Source: an optimization exercise on an open RTL-to-GDS flow (aim: a short achievable clock period and few clock cycles). Production flows keep margins and buffers that such runs may drop. The RTL was checked by simulation tests, not by an equivalence proof against the original design. Power figures rest on the tool's default switching activity, not on a simulated workload.

==> design.v <==
module mips8_cpu(clk, rst, prog_len, imem_addr, imem_rdata, dmem_addr, dmem_rdata,
                 wb_en, wb_addr, wb_data, done, result);
   input clk;
   input rst;
   input [7:0] prog_len;
   output [7:0] imem_addr;
   input [31:0] imem_rdata;
   output [7:0] dmem_addr;
   input [7:0] dmem_rdata;
   output wb_en;
   output [4:0] wb_addr;
   output [7:0] wb_data;
   output done;
   output [7:0] result;
   localparam NB = 8;
   integer i;
   reg [7:0] len_r;
   always @(posedge clk) len_r <= prog_len;
   reg [7:0] rf [1:31];
   reg [7:0] A;
   reg       fv;
   reg       halted;
   reg [7:0] pcI;
   reg       vI;
   reg       predI;
   reg [2:0] idxI;
   reg [31:0] IR;
   reg [7:0] pcD;
   reg       vD;
   reg       predD;
   reg [2:0] idxD;
   reg       vE;
   reg [7:0] opA, opB, pcE, pc1E, tgtE;
   reg       tgt_geE, pc1_geE;
   reg       sltE, jrE, beqE, bneE, jalE, lwE, wenE;
   reg [4:0] destE;
   reg       predE;
   reg [2:0] idxE;
   reg       mV, mLoad;
   reg [4:0] mDest;
   reg [7:0] mRes;
   reg [7:0] dA;
   reg       wV, wLoad;
   reg [4:0] wDest;
   reg [7:0] wRes;
   reg       oV;
   reg [4:0] oDest;
   reg [7:0] oData;
   reg       done_r;
   reg       bv [0:NB-1];
   reg [7:0] btag [0:NB-1];
   reg [7:0] btgt [0:NB-1];
   reg [2:0] brr;
   wire [7:0] sum = opA + opB;
   wire       lt  = $signed(opA) < $signed(opB);
   wire [7:0] resE = sltE ? {7'b0, lt} : sum;
   wire       eq  = (opA == opB);
   wire       takenE = jalE | (beqE & eq) | (bneE & ~eq);
   wire       jr_geE = (opA >= len_r);
   wire       haltE = jrE ? jr_geE : (takenE ? tgt_geE : pc1_geE);
   wire       redirE = vE & (jrE | (takenE != predE) | haltE);
   wire [7:0] nextE = jrE ? opA : (takenE ? tgtE : pc1E);
   wire       brE = beqE | bneE | jalE;
   wire [5:0] opD = IR[31:26];
   wire [5:0] fnD = IR[5:0];
   wire [4:0] rsD = IR[25:21];
   wire [4:0] rtD = IR[20:16];
   wire [4:0] rdD = IR[15:11];
   wire [7:0] immD = IR[7:0];
   wire rformD = (opD == 6'b000000);
   wire adduD  = rformD & (fnD == 6'b100001);
   wire sltD   = rformD & (fnD == 6'b101010);
   wire jrD    = rformD & (fnD == 6'b001000);
   wire beqD   = (opD == 6'b000100);
   wire bneD   = (opD == 6'b000101);
   wire jalD   = (opD == 6'b000011);
   wire lwD    = (opD == 6'b010111);
   wire addiuD = (opD == 6'b001001);
   wire [4:0] destD = (adduD | sltD) ? rdD : (jalD ? 5'd31 : rtD);
   wire wenD = (adduD | sltD | jalD | lwD | addiuD) & (destD != 5'd0);
   wire useRsD = adduD | sltD | jrD | beqD | bneD | lwD | addiuD;
   wire useRtD = adduD | sltD | beqD | bneD;
   wire [7:0] wdata = wLoad ? dmem_rdata : wRes;
   function [7:0] fwd;
      input [4:0] r;
      begin
         if (r == 5'd0) fwd = 8'd0;
         else if (vE & wenE & (destE == r)) fwd = resE;
         else if (mV & (mDest == r)) fwd = mRes;
         else if (wV & (wDest == r)) fwd = wdata;
         else if (oV & (oDest == r)) fwd = oData;
         else fwd = rf[r];
      end
   endfunction
   wire [7:0] rsv = fwd(rsD);
   wire [7:0] rtv = fwd(rtD);
   wire hazE = vE & wenE & lwE & ((useRsD & (destE == rsD)) | (useRtD & (destE == rtD)));
   wire hazM = mV & mLoad & ((useRsD & (mDest == rsD)) | (useRtD & (mDest == rtD)));
   wire stallD = vD & (hazE | hazM);
   wire replay = stallD & vI & ~redirE;
   wire [7:0] pc1D = pcD + 8'd1;
   wire [7:0] tgtD = jalD ? immD : (pcD + immD);
   reg       hitF;
   reg [2:0] idxF;
   reg [7:0] btF;
   always @(*) begin
      hitF = 1'b0;
      idxF = 3'd0;
      btF  = 8'd0;
      for (i = 0; i < NB; i = i + 1) begin
         if (bv[i] && (btag[i] == A)) begin
            hitF = 1'b1;
            idxF = i;
            btF  = btF | btgt[i];
         end
      end
   end
   wire haltnow = vE & haltE;
   always @(posedge clk) begin
      if (rst) begin
         A <= 8'd0;
         fv <= 1'b1;
         halted <= 1'b0;
         vI <= 1'b0;
         vD <= 1'b0;
         vE <= 1'b0;
         mV <= 1'b0;
         wV <= 1'b0;
         oV <= 1'b0;
         done_r <= 1'b0;
         brr <= 3'd0;
         for (i = 0; i < NB; i = i + 1) bv[i] <= 1'b0;
         for (i = 1; i < 32; i = i + 1) rf[i] <= 8'd0;
      end else begin
         if (redirE) begin
            A <= nextE;
            fv <= ~haltE;
         end else if (replay) begin
            A <= pcI;
         end else if (hitF) begin
            A <= btF;
         end else begin
            A <= A + 8'd1;
         end
         if (haltnow) halted <= 1'b1;
         pcI <= A;
         predI <= hitF;
         idxI <= idxF;
         vI <= fv & ~redirE & ~replay & ~halted;
         if (~stallD) begin
            IR <= imem_rdata;
            pcD <= pcI;
            predD <= predI;
            idxD <= idxI;
            vD <= vI & ~redirE;
         end else if (redirE) begin
            vD <= 1'b0;
         end
         vE <= vD & ~stallD & ~redirE;
         opA <= jalD ? pc1D : rsv;
         opB <= (addiuD | lwD) ? immD : (jalD ? 8'd0 : rtv);
         pcE <= pcD;
         pc1E <= pc1D;
         tgtE <= tgtD;
         tgt_geE <= (tgtD >= len_r);
         pc1_geE <= (pc1D >= len_r);
         sltE <= sltD;
         jrE <= jrD;
         beqE <= beqD;
         bneE <= bneD;
         jalE <= jalD;
         lwE <= lwD;
         wenE <= wenD;
         destE <= destD;
         predE <= predD;
         idxE <= idxD;
         if (vE & brE & ~jrE) begin
            if (takenE & ~predE) begin
               bv[brr] <= 1'b1;
               btag[brr] <= pcE;
               btgt[brr] <= tgtE;
               brr <= brr + 3'd1;
            end else if (~takenE & predE) begin
               bv[idxE] <= 1'b0;
            end
         end
         mV <= vE & wenE;
         mLoad <= lwE;
         mDest <= destE;
         mRes <= resE;
         dA <= sum;
         wV <= mV;
         wLoad <= mLoad;
         wDest <= mDest;
         wRes <= mRes;
         oV <= wV;
         oDest <= wDest;
         oData <= wdata;
         if (oV) rf[oDest] <= oData;
         done_r <= (halted | haltnow) & ~(vE & wenE) & ~mV & ~wV;
      end
   end
   assign imem_addr = A;
   assign dmem_addr = dA;
   assign wb_en = oV;
   assign wb_addr = oDest;
   assign wb_data = oData;
   assign done = done_r;
   assign result = rf[2];
endmodule
==> run.sh <==
#!/bin/bash
# synth_recipe.tcl (not shown) runs the flow's synth.tcl, then flattens the netlist and writes it again
# the make line also repeats each setting of config.mk as NAME=value (left out here)
make -C /OpenROAD-flow-scripts/flow DESIGN_CONFIG=/design/flow/config.mk WORK_HOME=/design/flow/orfs CLKGATE_MAP_FILE= SYNTH_SCRIPT=/design/flow/synth_recipe.tcl finish
==> config.mk <==
export PLATFORM = sky130hd
export DESIGN_NAME = mips8_cpu
export DESIGN_NICKNAME = mips8_cpu
export VERILOG_FILES = /design/flow/design.v
export SDC_FILE = /design/flow/constraint.sdc
export NUM_CORES = 4
export LEC_CHECK = 0
export ABC_CLOCK_PERIOD_IN_PS = 2000
export CAP_MARGIN = 20
export CORE_MARGIN = 2
export CORE_UTILIZATION = 40
export PLACE_DENSITY = 0.6
export SETUP_SLACK_MARGIN = 2
export SLEW_MARGIN = 20
==> constraint.sdc <==
create_clock -name core_clock -period 5.0 [get_ports {clk}]
set_input_delay 1.0000 -clock core_clock [delete_from_list [all_inputs] [get_ports {clk}]]
set_output_delay 1.0000 -clock core_clock [all_outputs]
set_load 0.01 [all_outputs]
==> results of run 1 <==
## power breakdown
| group | internal, uW | switching [uW] |
|---|---|---|
| clock network | 2780 | 2110 |
| logic | 729 | 823 |
| registers | 5670 | 254 |
## worst paths after layout
| check | startpoint | end | slack (ps) | cells past startpoint |
|---|---|---|---|---|
| setup / recovery | opA[2]$_DFFE_PN_ | btgt[0][1]$_DFFE_PP_ | 1910 | 10 |
| hold / removal | idxD[0]$_DFFE_PP_ | idxE[0]$_DFFE_PN_ | 390 | 0 |
| setup reg to reg | opA[2]$_DFFE_PN_ | btgt[0][1]$_DFFE_PP_ | 1910 | 10 |
| hold reg to reg | idxD[0]$_DFFE_PP_ | idxE[0]$_DFFE_PN_ | 390 | 0 |
## repair_timing
item,in CTS,in global routing
endpoints found under the setup margin,331,395
gates resized for setup,68,51
cloned,3,0
pin swaps,26,11
setup buffers,67,9
## metrics by stage
| stage | util | instances |
|---|---|---|
| final | 0.483 | 3169 |
| after global routing | 0.483 | 3168 |
| after CTS | 0.480 | 3159 |
| after detailed placement | 0.435 | 2965 |
| after global placement | 0.435 | 2965 |
| after floorplan | - | 1987 |
## worst reg2reg max path, delay by kind of cell, from the launching register on
kind,cells,cell delay [ps]
AND/OR/NAND/NOR,4,1040
adder cells (fa/ha/maj),2,490
AO/OA/AOI/OAI,2,490
flip-flops,1,440
buffers and inverters,2,330
## logic make-up (layout without fill, tap and decap cells)
group                    after synthesis  in the layout  share of synthesized area
AO/OA/AOI/OAI                        236            236                     0.0560
XOR/XNOR                             131            131                     0.0399
adder cells (fa/ha/maj)               53             53                     0.0235
buffers and inverters                165            395                     0.0247
flip-flops                           590            590                      0.600
multiplexers                         205            205                      0.140
other                                  0              1                          0
AND/OR/NAND/NOR                      607            608                      0.116
## cell type report
type                    instances  area [um^2]  share of cell area
diodes                          1         2.50           0.0000724
clock buffers                  84         1770              0.0513
clock inverters                40          413              0.0119
inverters                      43          174             0.00503
multi-input cells            1233        11300               0.328
flip-flops and latches        590        17400               0.502
well taps                     950         1190              0.0344
repair buffers                228         2310              0.0670
## placed cells by master (no fill, tap or decap), types with 15 or more instances in the layout
master,synthesis,final
mux2i_1,28,22
edfxtp_1,552,552
dfxtp_1,38,26
buf_12,0,17
nor3_1,33,29
a22oi_1,20,20
nor2_1,109,92
nand2_1,65,61
inv_1,42,39
buf_6,8,18
nand3_1,28,26
xnor2_1,65,64
clkbuf_1,84,15
mux4_2,157,157
clkdlybuf4s50_1,0,84
clkbuf_16,0,68
o21ai_0,57,50
and2_1,258,255
mux2_2,20,20
xor2_1,65,65
ha_1,51,43
a21oi_1,35,34
buf_4,3,102
## flip-flops by register name, summed over array words and instances (netlist names), 29 cells and up, named ones only
register  flops
IR           29
btgt         64
rf          256
btag         64
## per-layer routing
| layer | track usage | routed length [um] |
|---|---|---|
| met5 | 0 | 21 |
| met3 | 0.0381 | 5530 |
| met2 | 0.367 | 39600 |
| met4 | 0.0626 | 2060 |
| met1 | 0.296 | 34500 |
==> results_dict.tcl, run 1 <==
set metrics [dict create \
    postLayoutCellArea_mm2 0.0346 \
    yosysTopAreaCell "edfxtp_1" \
    detail_route.wl_per_cell_um 25.8 \
    synth_common_cells "edfxtp_1 (552), and2_1 (258), mux4_2 (157)" \
    synth_edf_count 552 \
    crit_arrival_ps 3420 \
    floorplan.die.width_um 273 \
    yosys.cell_count.top_type "edfxtp_1" \
    static-leakage-power_uw 0.0123 \
    timing.max_slew.rel_slack 0.279 \
    area_growth_pct 19.5 \
    synth.distinct_cells 76 \
    synthesized_area_divided_by_synthesized_cell_count_um2 14.5 \
    gp_routability_congestion 0.912 \
    yosysTopAreaCellShare 0.573 \
    timing_max_transition_violations_final 0 \
    drtPass1Iterations 5 \
    largest_cells_by_area_after_synthesis "edfxtp_1 (57%), mux4_2 (12%), and2_1 (5.6%)" \
    cts_tree "built" \
    worstPathMaxFanout 8 \
    crit_buf_inv 2 \
    dr_iter_0_viols 1809 \
    grt_overflow 0 \
    start_util 0.404 \
    yosysWarnings 1 \
    tritoncts.num_buffers 68 \
    grt_util_all_layers 0.220 \
    dieArea_mm2 0.0744 \
    crit_path_max_incr_delay_ps 460 \
    outcome "no timing/DRC/antenna violations" \
    synth.ff_latch_count 590 \
    hpwl_after_dpl_mm 54.6 \
    clk_transition_reported_paths_ps 60 \
    hold_class "reg -> reg" \
    coreArea_mm2 0.0715 \
    worst_skew_pair.late_latency_ps 620 \
    postPlaceCellArea_mm2 0.0311 \
    clock_tree.htree_level_count 3 \
    placement.io_buffers 85 \
    dp_slack_ps 1280 \
    max-cap-violations 0 \
    cpLargestDelayFamily "simple AND/OR/NAND/NOR gates" \
    die-height_um 273 \
    path_cells "ha_4, and4_4, a311o_1, o31a_1, ha_4, nand4bb_4, or4_4, buf_6, nor2_4, buf_16" \
    ctsHoldBuffers 0 \
    least_margin_pin_slew_ps 1080 \
    first_global_vias 18400 \
    ir_drop_uv 310 \
    fmax_mhz 324 \
    endpoint_kind "register" \
    setup_total_negative_slack_ps 0 \
    io_pins 89 \
    tritoncts_sinks 590 \
    post_route_cells_drive_above_1_share 0.234 \
    power.density_cell_area_mw_per_mm2 358 \
    detail_route.vias_per_cell 5.70 \
    rsz0062_at_grt "true" \
    drt-total-wl_mm 81.7 \
    finalPower_uw 12400 \
    final.hold.worst_slack_ps 394 \
    grt_pass1_wl_mm 121 \
    fillers 6065 \
    startpoint_type "register" \
    worst_path_max_delay_cell "or4_4" \
    period_share 0.618 \
    pin_count_of_the_biggest_net_entering_global_routing 66 \
    ys_seq_area_frac 0.600 \
    clock_skew_ps 32.3 \
    antenna_found_initial 2 \
    post-route-worst-setup-slack_ps 1910 \
    clock_tree.root_cell "clkbuf_16" \
    number_of_rows_created_at_floorplan 98 \
    num-nets-final 2267 \
    syn-instance-count 1987 \
    final.min_clock_period_ps 3090 \
    async_s_r_ff_share_synth 0 \
    critical_path_class "reg -> reg" \
    ctsLongestPathBuffers 3 \
    vias 18100 \
    drc 0 \
    synth_area_mm2 0.0289 \
    ys.flop_type "edfxtp_1" \
    timing_hold_violations_final 0 \
    syn-num-nets 2090 \
    timing.critical_path.required_ps 5330 \
    ant_nets 0 \
    report.final.setup_viol 0 \
    crit_path_frequent_cell "ha_4" \
]
Testbench counts, summed over its fixed seeds: cycles 29,368.
==> run 2: changes to the inputs <==
--- a/config.mk
+++ b/config.mk
@@ -10,5 +10,5 @@
 export CORE_MARGIN = 2
 export CORE_UTILIZATION = 40
 export PLACE_DENSITY = 0.6
-export SETUP_SLACK_MARGIN = 2
+export SETUP_SLACK_MARGIN = 3
 export SLEW_MARGIN = 20
==> run 2 against run 1 <==
  * Global-route usage is 2.5 points higher
  * Synthesized cell count unchanged
  * Core utilization is 4.9 points higher
  * Clock skew is 12 ps higher
  * Combinational power is 31% higher
  * Synthesized area unchanged
  * Power up 6.4%
  * Die area unchanged
  * Clock power up 6.3%
  * Via count grew 8.8%
  * Non-clock buffer count rose by 173
==> results_dict.tcl, run 2 <==
set metrics [dict create \
    grt_util_all_layers 0.245 \
    start_util 0.404 \
    gp_routability_congestion 0.854 \
    fillers 5676 \
    clock_skew_ps 44.1 \
    tritoncts.num_buffers 66 \
    timing.critical_path.required_ps 5560 \
    drtPass1Iterations 7 \
    worst_setup_path_endpoint "A[5]$_SDFF_PP0_" \
    r2r_start "opA[5]$_DFFE_PN_" \
    post_route_cells_drive_above_1_share 0.375 \
    mostFrequentLayoutCells "edfxtp_1 (552), and2_1 (253), buf_4 (193)" \
    largest_register_ff_count 256 \
    floorplan.die.width_um 273 \
    worst_path_max_delay_cell "edfxtp_1" \
    startpoint_type "register" \
    static-leakage-power_uw 0.0139 \
    path_cells "ha_4, and3_4, a311o_1, o31a_1, buf_8, ha_4, nand2b_4, nor2_4, o311ai_4, o311ai_4, and2_4, nor3b_4, a221o_1" \
    grt_pass1_wl_mm 132 \
    first_global_vias 19500 \
    postLayoutCoreUtil 0.533 \
    synth_area_mm2 0.0289 \
    synthesized_area_divided_by_synthesized_cell_count_um2 14.5 \
    hold_class "reg -> reg" \
    critical_path_class "reg -> reg" \
    clock_tree.htree_level_count 3 \
    num-nets-final 2442 \
    cts_tree "built" \
    timing.max_slew.rel_slack 0.226 \
    ys_seq_area_frac 0.600 \
    crit_path_max_incr_delay_ps 470 \
    worstPathMaxFanout 4 \
    max-cap-violations 0 \
    yosysWarnings 1 \
    dr_iter_0_viols 2284 \
    ctsLongestPathBuffers 3 \
    grt_overflow 0 \
    hpwl_after_dpl_mm 55.0 \
    reg2reg_to "A[5]$_SDFF_PP0_" \
    pin_count_of_the_biggest_net_entering_global_routing 109 \
    synth.ff_latch_count 590 \
    synth_common_cells "edfxtp_1 (552), and2_1 (258), mux4_2 (157)" \
    holdCritStartpoint "predD$_DFFE_PP_" \
    rsz0062_at_grt "true" \
    ys.flop_type "edfxtp_1" \
    largest_cells_by_area_after_synthesis "edfxtp_1 (57%), mux4_2 (12%), and2_1 (5.6%)" \
    report.final.setup_viol 0 \
    worstSetupPathDepth 13 \
    postLayoutCellArea_mm2 0.0381 \
    timing_max_transition_violations_final 0 \
    final.min_clock_period_ps 3040 \
    yosysTopAreaCellShare 0.573 \
    worst_skew_pair.late_latency_ps 630 \
    io_pins 89 \
    insertedDiodeCount 0 \
    setup.worst_path.start "opA[5]$_DFFE_PN_" \
    vias 19600 \
    yosys.cell_count.top_type "edfxtp_1" \
    power.density_cell_area_mw_per_mm2 345 \
    syn-num-nets 2090 \
    number_of_rows_created_at_floorplan 98 \
    clk_transition_reported_paths_ps 60 \
    detail_route.wl_per_cell_um 27.7 \
    coreArea_mm2 0.0715 \
    clock_tree.root_cell "clkbuf_16" \
    timing_hold_violations_final 0 \
    yosysTopAreaCell "edfxtp_1" \
    ant_nets 0 \
    placement.io_buffers 85 \
    synth_edf_count 552 \
    cpLargestDelayFamily "compound AO/OA/AOI/OAI gates" \
    ctsHoldBuffers 0 \
    postPlaceCellArea_mm2 0.0313 \
    setup_total_negative_slack_ps 0 \
    finalPower_uw 13200 \
    fmax_mhz 329 \
    crit_buf_inv 1 \
    drc 0 \
    crit_arrival_ps 3600 \
    async_s_r_ff_share_synth 0 \
    dieArea_mm2 0.0744 \
    ff2ff_path_depth 13 \
    period_share 0.608 \
    ff2ff_setup_slack_ps 1960 \
    endpoint_kind "register" \
    drt-total-wl_mm 92.6 \
    least_margin_pin_slew_ps 1160 \
    synth.distinct_cells 76 \
    antenna_found_initial 3 \
    tritoncts_sinks 590 \
    regMostFlops "rf" \
    detail_route.vias_per_cell 5.88 \
    syn-instance-count 1987 \
    area_growth_pct 31.7 \
    reg.largest.list "rf x256, btag x64, btgt x64" \
    outcome "no timing/DRC/antenna violations" \
    die-height_um 273 \
    leading_cell_type_in_the_layout_fill_and_taps_excluded "edfxtp_1" \
    ir_drop_uv 302 \
]
run 2: cells by family after synthesis:
group           after synthesis  share of synthesized area
simple gates                607                      0.116
flops                       590                      0.600
compound gates              236                     0.0560
mux                         205                      0.140
buf+inv                     165                     0.0247
xor+xnor                    131                     0.0399
fa+ha+maj                    53                     0.0235
run 2: where the power goes:
part / internal [uW] / switching (uW)
logic: 999 / 1030
clock network: 3080 / 2120
registers: 5670 / 249
run 2: cell type report:
cell class / instances / area, um^2 / area share
clock buffer: 86 / 1890 / 0.0497
clock inverter: 32 / 457 / 0.0120
inverter: 43 / 178 / 0.00466
multi-input combinational: 1235 / 12600 / 0.330
sequential: 590 / 17400 / 0.456
tap: 950 / 1190 / 0.0312
timing repair buffer: 401 / 4410 / 0.116
timing repair inverter: 2 / 17.5 / 0.000460
run 2: worst min-delay path by stage:
stage                              endpoint  slack, ps  cells after the start
after global placement      predE$_DFFE_PN_        410                      0
after floorplan           idxD[0]$_DFFE_PP_        400                      0
after global routing      idxD[0]$_DFFE_PP_        440                      0
after detailed placement    predE$_DFFE_PN_        400                      0
after CTS                   predE$_DFFE_PN_        420                      0
final                       predE$_DFFE_PN_        420                      0
run 2: timing repair:
action,in CTS,in global routing
endpoints found under the setup margin,874,551
buffers inserted,197,65
pin swaps,98,64
cloned,20,4
resized for setup,447,100
run 2: through the flow:
| stage | hold slack (ps) | instances | setup WS, ps |
|---|---|---|---|
| floorplan | 400 | 1987 | 2010 |
| global placement | 407 | 2935 | 1000 |
| detailed placement | 405 | 2935 | 918 |
| CTS | 423 | 3270 | 2000 |
| global route | 440 | 3339 | 1860 |
| finish | 420 | 3339 | 1960 |
run 2: routing by layer:
metal	track usage	vias up	wire length, um
met5	0	-	26
met4	0.0782	4	3120
met3	0.0618	194	9450
met2	0.391	1077	43400
met1	0.328	10000	36600
li1	-	8354	-
==> run 3: changes to the inputs <==
--- a/config.mk
+++ b/config.mk
@@ -5,10 +5,8 @@
 export SDC_FILE = /design/flow/constraint.sdc
 export NUM_CORES = 4
 export LEC_CHECK = 0
-export ABC_CLOCK_PERIOD_IN_PS = 2000
 export CAP_MARGIN = 20
 export CORE_MARGIN = 2
 export CORE_UTILIZATION = 40
 export PLACE_DENSITY = 0.6
-export SETUP_SLACK_MARGIN = 3
 export SLEW_MARGIN = 20
==> run 3 against run 2 <==
  * Flip-flop and latch count did not move
  * Sequential share of layout area grew 6.7 points
  * Critical path depth is 3 lower
  * Final cell count is 7.5% lower
  * Core utilization is 6.9 points lower
  * Clock-buffer cell count decreased by 4
  * Final area down 13%
  * Die area is the same
  * Combinational power decreased by 33%
  * Non-clock buffer count down 243
  * Synthesized cell count unchanged
  * Largest cell class unchanged
==> results_dict.tcl, run 3 <==
set metrics [dict create \
    outcome "no timing/DRC/antenna violations" \
    worstPathMaxFanout 8 \
    ys_seq_area_frac 0.600 \
    ant_nets 0 \
    synth.distinct_cells 76 \
    num-nets-final 2194 \
    hold_class "reg -> reg" \
    power.density_cell_area_mw_per_mm2 367 \
    tritoncts.num_buffers 66 \
    ctsHoldBuffers 0 \
    report.final.setup_viol 0 \
    reg.largest.list "rf x256, btag x64, btgt x64" \
    static-leakage-power_uw 0.0118 \
    timing.max_slew.rel_slack 0.286 \
    post_layout_nonfiller_instances 3089 \
    dieArea_mm2 0.0744 \
    vias 17600 \
    timing_max_transition_violations_final 0 \
    clock_tree.htree_level_count 3 \
    cts.repair.resized 0 \
    drtPass1Iterations 5 \
    postPlaceCellArea_mm2 0.0310 \
    clk_transition_reported_paths_ps 60 \
    dp.cells 2973 \
    first_global_vias 17700 \
    syn-instance-count 1987 \
    drc 0 \
    synth.ff_latch_count 590 \
    coreArea_mm2 0.0715 \
    clock_skew_ps 23.9 \
    floorplan.die.width_um 273 \
    drt-met1-wl_mm 32.7 \
    drt-total-wl_mm 78.5 \
    critical_path_class "reg -> reg" \
    post_route_cells_drive_above_1_share 0.171 \
    pin_count_of_the_biggest_net_entering_global_routing 65 \
    detail_route.vias_per_cell 5.70 \
    yosysTopAreaCell "edfxtp_1" \
    least_margin_pin_slew_ps 1070 \
    timing_hold_violations_final 0 \
    cts_setup_buffers 0 \
    number_of_rows_created_at_floorplan 98 \
    timing.critical_path.required_ps 5550 \
    ir_drop_uv 260 \
    rsz0062_at_grt "false" \
    cts_tree "built" \
    start_util 0.404 \
    synth_area_mm2 0.0289 \
    detail_route.wl_per_cell_um 25.4 \
    hpwl_after_dpl_mm 54.8 \
    synthesized_area_divided_by_synthesized_cell_count_um2 14.5 \
    wl_met3_mm 6.31 \
    max-cap-violations 0 \
    grt_util_all_layers 0.211 \
    postLayoutCoreUtil 0.464 \
    mostFrequentLayoutCells "edfxtp_1 (552), and2_1 (257), mux4_2 (157)" \
    final.min_clock_period_ps 3860 \
    yosysTopAreaCellShare 0.573 \
    insertedDiodeCount 0 \
    dr_iter_0_viols 1707 \
    grt_pass1_wl_mm 116 \
    io_pins 89 \
    endpoint_kind "register" \
    gp_routability_congestion 0.909 \
    startpoint_type "register" \
    topRoutingLayerUsed "met4" \
    grt_overflow 0 \
    die-height_um 273 \
    tritoncts_sinks 590 \
    placement.io_buffers 85 \
    ff2ff_setup_slack_ps 1140 \
    synth_common_cells "edfxtp_1 (552), and2_1 (258), mux4_2 (157)" \
    worst_skew_pair.late_latency_ps 610 \
    ys.flop_type "edfxtp_1" \
    area_growth_pct 14.6 \
    syn-num-nets 2090 \
    finalPower_uw 12200 \
    setup_total_negative_slack_ps 0 \
    synth_edf_count 552 \
    yosysWarnings 1 \
    yosys.cell_count.top_type "edfxtp_1" \
    met2RoutedLength_mm 37.1 \
    ctsLongestPathBuffers 3 \
    period_share 0.772 \
    regMostFlops "rf" \
    clock_tree.root_cell "clkbuf_16" \
    largest_cells_by_area_after_synthesis "edfxtp_1 (57%), mux4_2 (12%), and2_1 (5.6%)" \
    fmax_mhz 259 \
    crit_arrival_ps 4410 \
    fillers 6202 \
    largest_register_ff_count 256 \
    async_s_r_ff_share_synth 0 \
    leading_cell_type_in_the_layout_fill_and_taps_excluded "edfxtp_1" \
    antenna_found_initial 1 \
    postLayoutCellArea_mm2 0.0331 \
]
[run 3: cell counts after synthesis]
No cell type changed its count.
[run 3: logic make-up (layout without fill, tap and decap cells)]
kind of cell	Yosys count	after routing	share of synthesized area
multiplexers	205	205	0.140
AO/OA/AOI/OAI	236	236	0.0560
buffers and inverters	165	317	0.0247
XOR/XNOR	131	131	0.0399
flip-flops	590	590	0.600
adder cells (fa/ha/maj)	53	53	0.0235
AND/OR/NAND/NOR	607	607	0.116
[run 3: critical path: stages (launching register included)]
cell and delay [ps]:
edfxtp_1 540, ha_1 510, and3_1 350, nand3_1 140, o31a_1 310, ha_1 300
nand2b_1 90, o311ai_1 490, and2_1 350, nor3b_1 490, a221o_1 240
[run 3: cell type report]
type                            count  area, um^2  area share
Clock buffer                       82        1770      0.0535
Clock inverter                     34         364      0.0110
Inverter                           43         166     0.00502
Multi-Input combinational cell   1232       10900       0.328
Sequential cell                   590       17300       0.524
Tap cell                          950        1190      0.0359
Timing Repair Buffer              158        1440      0.0433
[run 3: layer usage]
metal,up-vias,track usage
li1,7817,-
met1,8969,0.284
met2,684,0.338
met3,131,0.0475
met4,0,0.0720
met5,-,0
[run 3: final timing paths]
kind                         start                end  cells past startpoint
min reg2reg  idxI[2]$_SDFFCE_PP1N_  idxD[2]$_DFFE_PP_                      0
max reg2reg       opA[6]$_DFFE_PN_    A[5]$_SDFF_PP0_                     10
min          idxI[2]$_SDFFCE_PP1N_  idxD[2]$_DFFE_PP_                      0
max               opA[6]$_DFFE_PN_    A[5]$_SDFF_PP0_                     10
[run 3: report_power, final]
group,total [uW],switching [uW],internal (uW)
clock network,4840,2040,2800
logic,1350,720,631
registers,5960,290,5670
total,12200,3050,9100
[run 3: per-stage QoR]
stage / hold WS [ps] / worst slack [ps]
6_report: 412 / 1140
5_1_grt: 416 / 948
4_1_cts: 412 / 1210
3_5_place_dp: 408 / 1190
3_3_place_gp: 407 / 1280
2_1_floorplan: 400 / 692

## what the ideal ports hide
Ports are ideal in the flow. The routed layouts listed here were re-timed in OpenROAD. Step 1 assumes that a clkbuf_16 drives the clock port and a buf_2 every other input. Step 2 adds t to the input delays and takes it off the output delays; t is the mean of the earliest and latest rising clock arrival at the registers after step 1. Input paths then give back, and output paths get back, about the clock's delay inside the block. Slacks: ideal / step 1 / step 2; pairs: ideal / step 1.
run	t (ns)	setup slack, ns	worst setup path after step 2	clock arrival spread, ns	slew at the worst register clock pin (ns)
run 1	0.674	1.909 / 1.909 / 1.714	input to register	0.038 / 0.037	0.06 / 0.06
run 2	0.673	1.958 / 1.958 / 1.958	register to register	0.045 / 0.045	0.06 / 0.06
run 3	0.667	1.141 / 1.141 / 1.132	input to register	0.025 / 0.025	0.06 / 0.06
After both steps every run listed still meets setup and hold. For run 1, which loses most, drivers alone change the setup slack by 0.000 ns; drivers and shift together by -0.195 ns.
